From an optimization exercise on the open Yosys and OpenROAD flow, aimed at small area; shortcuts taken in it are not production practice. In this exercise RTL edits were held to simulation tests only and were not proved equivalent to the original.

==> flow/design.v (excerpt) <==
module odo_keccak800(clk, rst, in, read, out, write);
    input clk;
    input rst;
    input [639:0] in;
    input read;
    output [255:0] out;
    output write;
    keccak_hasher #(640, 4) hash(clk, rst, in, read, out, write);
endmodule
clock: 5.0 ns
lec_check: 0
cap_margin: 50
core_margin: 2
core_utilization: 25
cts_buf_list: sky130_fd_sc_hd__clkbuf_8
gpl_timing_driven: 0
place_density: 0.32
setup_slack_margin: 0.7
slew_margin: 50
synth_hierarchical: 1
synth_minimum_keep_size: 0
standard.sh (not shown) runs the stock make flow with config.mk's settings and CLKGATE_MAP_FILE= SYNTH_SCRIPT=/design/flow/synth_recipe.tcl, a recipe that flattens the netlist after the stock synthesis.
==> flow/flow/run.sh <==
#!/bin/bash
# The standard layout (the standard.sh: the standard synthesis and the
# standard ORFS steps), with one change: the buffer that ORFS puts on every
# input and output port is the platform's smallest buffer (buf_1) instead of
# ORFS's default choice. make's full output goes to standard_flow.log in the
# work folder.
set -euo pipefail
export BUFFER_PORTS_ARGS="-buffer_cell sky130_fd_sc_hd__buf_1"
bash standard.sh "BUFFER_PORTS_ARGS=$BUFFER_PORTS_ARGS" finish > standard_flow.log 2>&1
The first run completed, yet does not pass: antenna rules.
==> next run, changes <==
--- a/flow/config.mk
+++ b/flow/config.mk
@@ -8 +8 @@
-export CAP_MARGIN = 50
+export CAP_MARGIN = 35
@@ -12 +11,0 @@
-export GPL_TIMING_DRIVEN = 0
@@ -14,2 +13,2 @@
-export SETUP_SLACK_MARGIN = 0.7
-export SLEW_MARGIN = 50
+export SETUP_SLACK_MARGIN = 0.5
+export SLEW_MARGIN = 35
What happened: This time the run passed the timing, DRC and antenna checks; clock-buffer cell count rises by 15; synthesized area does not change; wire length rises by 0.64%.
==> next run, changes <==
==> flow/run.sh (new file) <==
#!/bin/bash
# synth_recipe.tcl (not shown) runs the flow's synth.tcl, then flattens the netlist and writes it again
# the make line also repeats each setting of config.mk as NAME=value (left out here)
make -C /OpenROAD-flow-scripts/flow DESIGN_CONFIG=/design/flow/config.mk WORK_HOME=/design/flow/orfs CLKGATE_MAP_FILE= SYNTH_SCRIPT=/design/flow/synth_recipe.tcl finish
--- a/flow/config.mk
+++ b/flow/config.mk
@@ -8 +8 @@
-export CAP_MARGIN = 35
+export CAP_MARGIN = 50
@@ -11,0 +12 @@
+export GPL_TIMING_DRIVEN = 0
@@ -13,2 +14,2 @@
-export SETUP_SLACK_MARGIN = 0.5
-export SLEW_MARGIN = 35
+export SETUP_SLACK_MARGIN = 0.7
+export SLEW_MARGIN = 50
removed: flow/flow/run.sh
removed: flow/standard.sh
The new run finished with antenna rules left.
Clock-buffer cell count came out lower by 34.
Worst hold slack improves by 0.11 ns.
Final area climbs by 13%.
Setup slack improved by 0.15 ns.
==> next run, changes <==
==> flow/flow/run.sh (new file) <==
#!/bin/bash
# The standard layout (the standard.sh: the standard synthesis and the
# standard ORFS steps), with one change: the buffer that ORFS puts on every
# input and output port is the platform's smallest buffer (buf_1) instead of
# ORFS's default choice. make's full output goes to standard_flow.log in the
# work folder.
set -euo pipefail
export BUFFER_PORTS_ARGS="-buffer_cell sky130_fd_sc_hd__buf_1"
bash standard.sh "BUFFER_PORTS_ARGS=$BUFFER_PORTS_ARGS" finish > standard_flow.log 2>&1
==> flow/standard.sh (new file) <==
#!/bin/bash
# synth_recipe.tcl (not shown) runs the flow's synth.tcl, then flattens the netlist and writes it again
# the make line also repeats each setting of config.mk as NAME=value (left out here)
make -C /OpenROAD-flow-scripts/flow DESIGN_CONFIG=/design/flow/config.mk WORK_HOME=/design/flow/orfs CLKGATE_MAP_FILE= SYNTH_SCRIPT=/design/flow/synth_recipe.tcl "${@:-finish}"
--- a/flow/config.mk
+++ b/flow/config.mk
@@ -8 +8 @@
-export CAP_MARGIN = 50
+export CAP_MARGIN = 30
@@ -12 +11,0 @@
-export GPL_TIMING_DRIVEN = 0
@@ -15 +14 @@
-export SLEW_MARGIN = 50
+export SLEW_MARGIN = 30
removed: flow/run.sh
Effect: The changed run completed and failed the layout checks on antenna rules. Die area is unchanged. Worst hold slack got worse by 0.12 ns. Design area fell by 12%.

---

## run 1
The RTL this note starts from:
==> flow/design.v <==
module keccak_next_round(in, out);
    input [7:0] in;
    output [7:0] out;
    assign out[0] = in[7];
    assign out[1] = in[0]^ in[4]^ in[5]^ in[6];
    assign out[2] = in[1]^ in[5]^ in[6]^ in[7];
    assign out[3] = in[0]^ in[2]^ in[4]^ in[5]^ in[7];
    assign out[4] = in[0]^ in[1]^ in[3]^ in[4];
    assign out[5] = in[1]^ in[2]^ in[4]^ in[5];
    assign out[6] = in[2]^ in[3]^ in[5]^ in[6];
    assign out[7] = in[3]^ in[4]^ in[6]^ in[7];
endmodule
module keccak_key_expand(in, out);
    input [7:0] in;
    output [31:0] out;
    assign out = {in[5], 15'b0, in[4], 7'b0, in[3], 3'b0, in[2], 1'b0, in[1], in[0]};
endmodule
module keccak_xor(a, b, y);
    parameter W = 32;
    input [W-1:0] a;
    input [W-1:0] b;
    output [W-1:0] y;
    assign y = a ^ b;
endmodule
module keccak_xnor(a, b, y);
    parameter W = 32;
    input [W-1:0] a;
    input [W-1:0] b;
    output [W-1:0] y;
    assign y = ~(a ^ b);
endmodule
module keccak_orn(a, b, y);
    parameter W = 32;
    input [W-1:0] a;
    input [W-1:0] b;
    output [W-1:0] y;
    assign y = a | (~b);
endmodule
module keccak_muxn(s, a, b, y);
    parameter W = 32;
    input s;
    input [W-1:0] a;
    input [W-1:0] b;
    output [W-1:0] y;
    assign y = ~(s ? b : a);
endmodule
module keccak_theta(in, out);
    input [799:0] in;
    output [799:0] out;
    wire [159:0] p01, p23, p03, parity, rotated, d;
    genvar i;
    generate
    for (i = 0; i < 5; i = i+1)
    begin : loop1
        keccak_xor x01(in[((i)*(32)) +: 32], in[((i+5)*(32)) +: 32], p01[((i)*(32)) +: 32]);
        keccak_xor x23(in[((i+10)*(32)) +: 32], in[((i+15)*(32)) +: 32], p23[((i)*(32)) +: 32]);
        keccak_xor x03(p01[((i)*(32)) +: 32], p23[((i)*(32)) +: 32], p03[((i)*(32)) +: 32]);
        keccak_xor x04(p03[((i)*(32)) +: 32], in[((i+20)*(32)) +: 32], parity[((i)*(32)) +: 32]);
        assign rotated[((i)*(32)) +: 32] = {parity[32*i+30:32*i], parity[32*i+31]};
    end
    for (i = 0; i < 5; i = i+1)
    begin : loop2
        keccak_xor xd(parity[(((i+4)%5)*(32)) +: 32], rotated[(((i+1)%5)*(32)) +: 32], d[((i)*(32)) +: 32]);
    end
    endgenerate
    generate
    for (i = 0; i < 25; i = i+1)
    begin : loop3
        keccak_xor xo(in[((i)*(32)) +: 32], d[((i%5)*(32)) +: 32], out[((i)*(32)) +: 32]);
    end
    endgenerate
endmodule
module keccak_rho(in, out);
    input [799:0] in;
    output [799:0] out;
    assign out = {
        in[785:768],in[799:786],
        in[743:736],in[767:744],
        in[706:704],in[735:707],
        in[701:672],in[703:702],
        in[653:640],in[671:654],
        in[631:608],in[639:632],
        in[586:576],in[607:587],
        in[560:544],in[575:561],
        in[530:512],in[543:531],
        in[502:480],in[511:503],
        in[472:448],in[479:473],
        in[422:416],in[447:423],
        in[404:384],in[415:405],
        in[373:352],in[383:374],
        in[348:320],in[351:349],
        in[299:288],in[319:300],
        in[264:256],in[287:265],
        in[249:224],in[255:250],
        in[211:192],in[223:212],
        in[187:160],in[191:188],
        in[132:128],in[159:133],
        in[99:96],in[127:100],
        in[65:64],in[95:66],
        in[62:32],in[63:63],
        in[31:0]
    };
endmodule
module keccak_pi(in, out);
    input [799:0] in;
    output [799:0] out;
    genvar x;
    genvar y;
    generate
    for (x = 0; x < 5; x = x+1)
    begin : outer
        for (y = 0; y < 5; y = y+1)
        begin : loop
            assign out[(((((0*x+1*y)%5)+5*((2*x+3*y)%5)))*(32)) +: 32] = in[(((((x)%5)+5*((y)%5)))*(32)) +: 32];
        end
    end
    endgenerate
endmodule
module keccak_chi_iota(in, roundkey, out);
    parameter INV = 0;
    input [799:0] in;
    input [7:0] roundkey;
    output [799:0] out;
    wire [31:0] expanded = {roundkey[5], 15'b0, roundkey[4], 7'b0, roundkey[3], 3'b0,
                            roundkey[2], 1'b0, roundkey[1], roundkey[0]};
    genvar i;
    generate
    for (i = 0; i < 25; i = i+1)
    begin : loop
        localparam i1 = i-(i%5)+((i+1)%5);
        localparam i2 = i-(i%5)+((i+2)%5);
        wire [31:0] a;
        wire [31:0] t;
        if (i == 0)
        begin : lane0
            assign a = in[((i)*(32)) +: 32] ^ expanded;
        end
        else
        begin : lanen
            assign a = in[((i)*(32)) +: 32];
        end
        if (INV)
        begin : inv
            keccak_orn n(in[((i2)*(32)) +: 32], in[((i1)*(32)) +: 32], t);
            keccak_xor x(a, t, out[((i)*(32)) +: 32]);
        end
        else
        begin : noinv
            keccak_orn n(in[((i1)*(32)) +: 32], in[((i2)*(32)) +: 32], t);
            keccak_xnor x(a, t, out[((i)*(32)) +: 32]);
        end
    end
    endgenerate
endmodule
module keccak_round_comb(in, roundkey, out);
    parameter INV = 0;  
    input [799:0] in;
    input [7:0] roundkey;
    output [799:0] out;
    function [799:0] rho;
        input [799:0] in;
        rho = {
            in[785:768],in[799:786],
            in[743:736],in[767:744],
            in[706:704],in[735:707],
            in[701:672],in[703:702],
            in[653:640],in[671:654],
            in[631:608],in[639:632],
            in[586:576],in[607:587],
            in[560:544],in[575:561],
            in[530:512],in[543:531],
            in[502:480],in[511:503],
            in[472:448],in[479:473],
            in[422:416],in[447:423],
            in[404:384],in[415:405],
            in[373:352],in[383:374],
            in[348:320],in[351:349],
            in[299:288],in[319:300],
            in[264:256],in[287:265],
            in[249:224],in[255:250],
            in[211:192],in[223:212],
            in[187:160],in[191:188],
            in[132:128],in[159:133],
            in[99:96],in[127:100],
            in[65:64],in[95:66],
            in[62:32],in[63:63],
            in[31:0]
        };
    endfunction
    function [799:0] pi;
        input [799:0] in;
        integer x, y;
        begin
            pi = 800'b0;
            for (x = 0; x < 5; x = x+1)
                for (y = 0; y < 5; y = y+1)
                    pi[(((((0*x+1*y)%5)+5*((2*x+3*y)%5)))*(32)) +: 32] = in[(((((x)%5)+5*((y)%5)))*(32)) +: 32];
        end
    endfunction
    wire [799:0] after_theta;
    keccak_theta    theta (in, after_theta);
    keccak_chi_iota #(INV) chi (pi(rho(after_theta)), roundkey, out);
endmodule
module keccak_padding(in, out);
    parameter WIDTH = 0;
    input [WIDTH-1:0] in;
    output [807:0] out;
    assign out = {8'h35, {799-WIDTH{1'b0}}, 1'b1, in};
endmodule
module keccak_hasher(clk, rst, in, read, out, write);
    parameter WIDTH = 0;  
    parameter THROUGHPUT = 0;  
    localparam ROUNDS = 12;
    input clk;
    input rst;
    input [WIDTH-1:0] in;
    input read;
    output [255:0] out;
    output write;
    reg [799:0] state;
    reg [3:0] progress;
    genvar i;
    wire [807:0] padded = {8'h35, {799-WIDTH{1'b0}}, 1'b1, in};
    function [7:0] key;
        input integer r;
        integer j;
        reg [7:0] k;
        begin
            k = 8'h35;
            for (j = 0; j < r; j = j+1)
                k = {k[3]^k[4]^k[6]^k[7], k[2]^k[3]^k[5]^k[6], k[1]^k[2]^k[4]^k[5],
                     k[0]^k[1]^k[3]^k[4], k[0]^k[2]^k[4]^k[5]^k[7], k[1]^k[5]^k[6]^k[7],
                     k[0]^k[4]^k[5]^k[6], k[7]};
            key = k;
        end
    endfunction
    wire load = ~(progress[0] | progress[1] | progress[2]);
    wire [7:0] key_a = progress[0] ? key(2) : progress[1] ? key(5) :
                       progress[2] ? key(8) : key(11);
    wire [7:0] key_b0 = progress[0] ? key(3) : progress[1] ? key(6) :
                        progress[2] ? key(9) : key(0);
    wire [7:0] key_b1 = progress[0] ? key(4) : progress[1] ? key(7) :
                        progress[2] ? key(10) : key(1);
    wire [799:0] after_a, start_n, after_b0, after_b1;
    keccak_round_comb round_a(state, key_a, after_a);
    generate
    for (i = 0; i < 640; i = i+1)
    begin : muxes
        keccak_muxn #(1) mux(load, after_a[i], padded[i], start_n[i]);
    end
    endgenerate
    assign start_n[799:640] = ~(load ? padded[799:640] : after_a[799:640]);
    keccak_round_comb #(1) round_b0(start_n, key_b0, after_b0);
    keccak_round_comb round_b1(after_b0, key_b1, after_b1);
    always @(posedge clk)
    begin
        state <= after_b1;
        progress <= rst ? 4'b0 : {progress[2:0], read};
    end
    assign out = after_a[255:0];
    assign write = progress[3];
endmodule
module odo_keccak800(clk, rst, in, read, out, write);
    input clk;
    input rst;
    input [639:0] in;
    input read;
    output [255:0] out;
    output write;
    keccak_hasher #(640, 4) hash(clk, rst, in, read, out, write);
endmodule
Settings: LEC_CHECK=0, CAP_MARGIN=20, CORE_MARGIN=2, CORE_UTILIZATION=45, GPL_TIMING_DRIVEN=0, PLACE_DENSITY=0.55, SLEW_MARGIN=20, SYNTH_HIERARCHICAL=1, SYNTH_MINIMUM_KEEP_SIZE=0; clock period 5.0 ns.
run.sh (not shown) runs the stock make flow with config.mk's settings and CLKGATE_MAP_FILE= SYNTH_SCRIPT=/design/flow/synth_recipe.tcl, a recipe that flattens the netlist after the stock synthesis.
Stock flow here: none of the scripts above is used.
Run 1 | ERROR | 5_1_grt
Inputs modified between run 1 and run 2:
# run 1
export LEC_CHECK = 0
export CAP_MARGIN = 20
export CORE_MARGIN = 2
export CORE_UTILIZATION = 45
export GPL_TIMING_DRIVEN = 0
export PLACE_DENSITY = 0.55
export SLEW_MARGIN = 20
export SYNTH_HIERARCHICAL = 1
export SYNTH_MINIMUM_KEEP_SIZE = 0
create_clock -name core_clock -period 5.0 [get_ports {clk}]
# run 2
export LEC_CHECK = 0
export CAP_MARGIN = 10
export CORE_MARGIN = 2
export CORE_UTILIZATION = 60
export PLACE_DENSITY = 0.7
export SLEW_MARGIN = 10
export SYNTH_HIERARCHICAL = 1
export SYNTH_MINIMUM_KEEP_SIZE = 0
create_clock -name core_clock -period 5.0 [get_ports {clk}]
Results
In the summary table, run 2 is marked failed, with error DPL-0038 raised in 3_5_place_dp.
Reported for run 2 and run 1, proportion of synthesized flip-flops having asynchronous set or reset turned out identical to the last digit.
Going from run 1 to run 2, post-synthesis instance area neither gained nor lost much; die span in x lost 13%.
Summary: with run 1 as the reference, number of rows in the core area in run 2 moved down by more than 10%.
Changes observed in run 2 relative to run 1: gate count of the mapped netlist closely matched the old numbers, placer's final routability congestion estimate increased by 16% relative to the old numbers, initial core utilization increased by 15 points relative to the old numbers, die boundary height decreased by about 13% relative to the old numbers.
#### Input delta (run 3 over run 2)
# run 2
export LEC_CHECK = 0
export CAP_MARGIN = 10
export CORE_MARGIN = 2
export CORE_UTILIZATION = 60
export PLACE_DENSITY = 0.7
export SLEW_MARGIN = 10
export SYNTH_HIERARCHICAL = 1
export SYNTH_MINIMUM_KEEP_SIZE = 0
create_clock -name core_clock -period 5.0 [get_ports {clk}]
# run 3
export LEC_CHECK = 0
export CAP_MARGIN = 20
export CORE_MARGIN = 2
export CORE_UTILIZATION = 35
export GPL_TIMING_DRIVEN = 0
export PLACE_DENSITY = 0.45
export SLEW_MARGIN = 20
export SYNTH_HIERARCHICAL = 1
export SYNTH_MINIMUM_KEEP_SIZE = 0
create_clock -name core_clock -period 5.0 [get_ports {clk}]
--- outcome ---
Re top-level I/O count: no difference whatsoever between run 3 and run 2.
Comparing run 2 against run 3, there is no change at all in share of the synthesized area in compound gates (AO/OA/AOI/OAI).
From run 2 to run 3, number of port buffers did not move at all.
Summary of run 3 over run 2: routability-driven placement congestion ratio moved down, number of synthesized flops with an enable pin stayed essentially flat, overall die height climbed 130 um.
Re sequential element share of the synthesized area: no difference whatsoever between run 2 and run 3.
Run status, run 3: aborted in 5_1_grt, error GRT-0116
Run 3 vs run 2 — total number of placement rows climbed by more than a quarter
[compare] base=run 2 new=run 3: die width increased by about 30% relative to the old numbers, post-synthesis mux area share closely matched the old numbers, starting density of the core decreased by 25 points relative to the old numbers.

-- what the ideal ports hide --
No port has a modelled driver above. Below, the same layouts with a new extraction and two added sets of constraints.
Step 1 (the two cells are an assumption about what drives the block):
set clk [get_ports {clk}]
set_driving_cell -lib_cell sky130_fd_sc_hd__clkbuf_16 $clk
set_driving_cell -lib_cell sky130_fd_sc_hd__buf_2 [delete_from_list [all_inputs] $clk]
Step 2 adds t to the input delays and takes it off the output delays; t is the mean of the earliest and latest rising clock arrival at the registers after step 1. Input paths then give back, and output paths get back, about the clock's delay inside the block.
Three values: ideal ports, drivers, drivers and shift; two values: the first two.
run	t, ns	setup WS [ns]	hold WS [ns]	cell pins on the clock port's net
the first run of note 1	1.478	0.433 / 0.433 / 0.284	0.025 / -0.084 / 0.490	1
the second run of note 1	1.472	0.140 / 0.140 / 0.140	0.043 / -0.066 / 0.499	1
the third run of note 1	1.492	0.294 / 0.294 / 0.155	0.157 / 0.055 / 0.523	1
the fourth run of note 1	1.492	0.241 / 0.241 / 0.241	0.038 / -0.079 / 0.506	1
The setup slack of the first run of note 1, which loses most, moves by 0.000 ns with the drivers and by -0.149 ns with both steps.
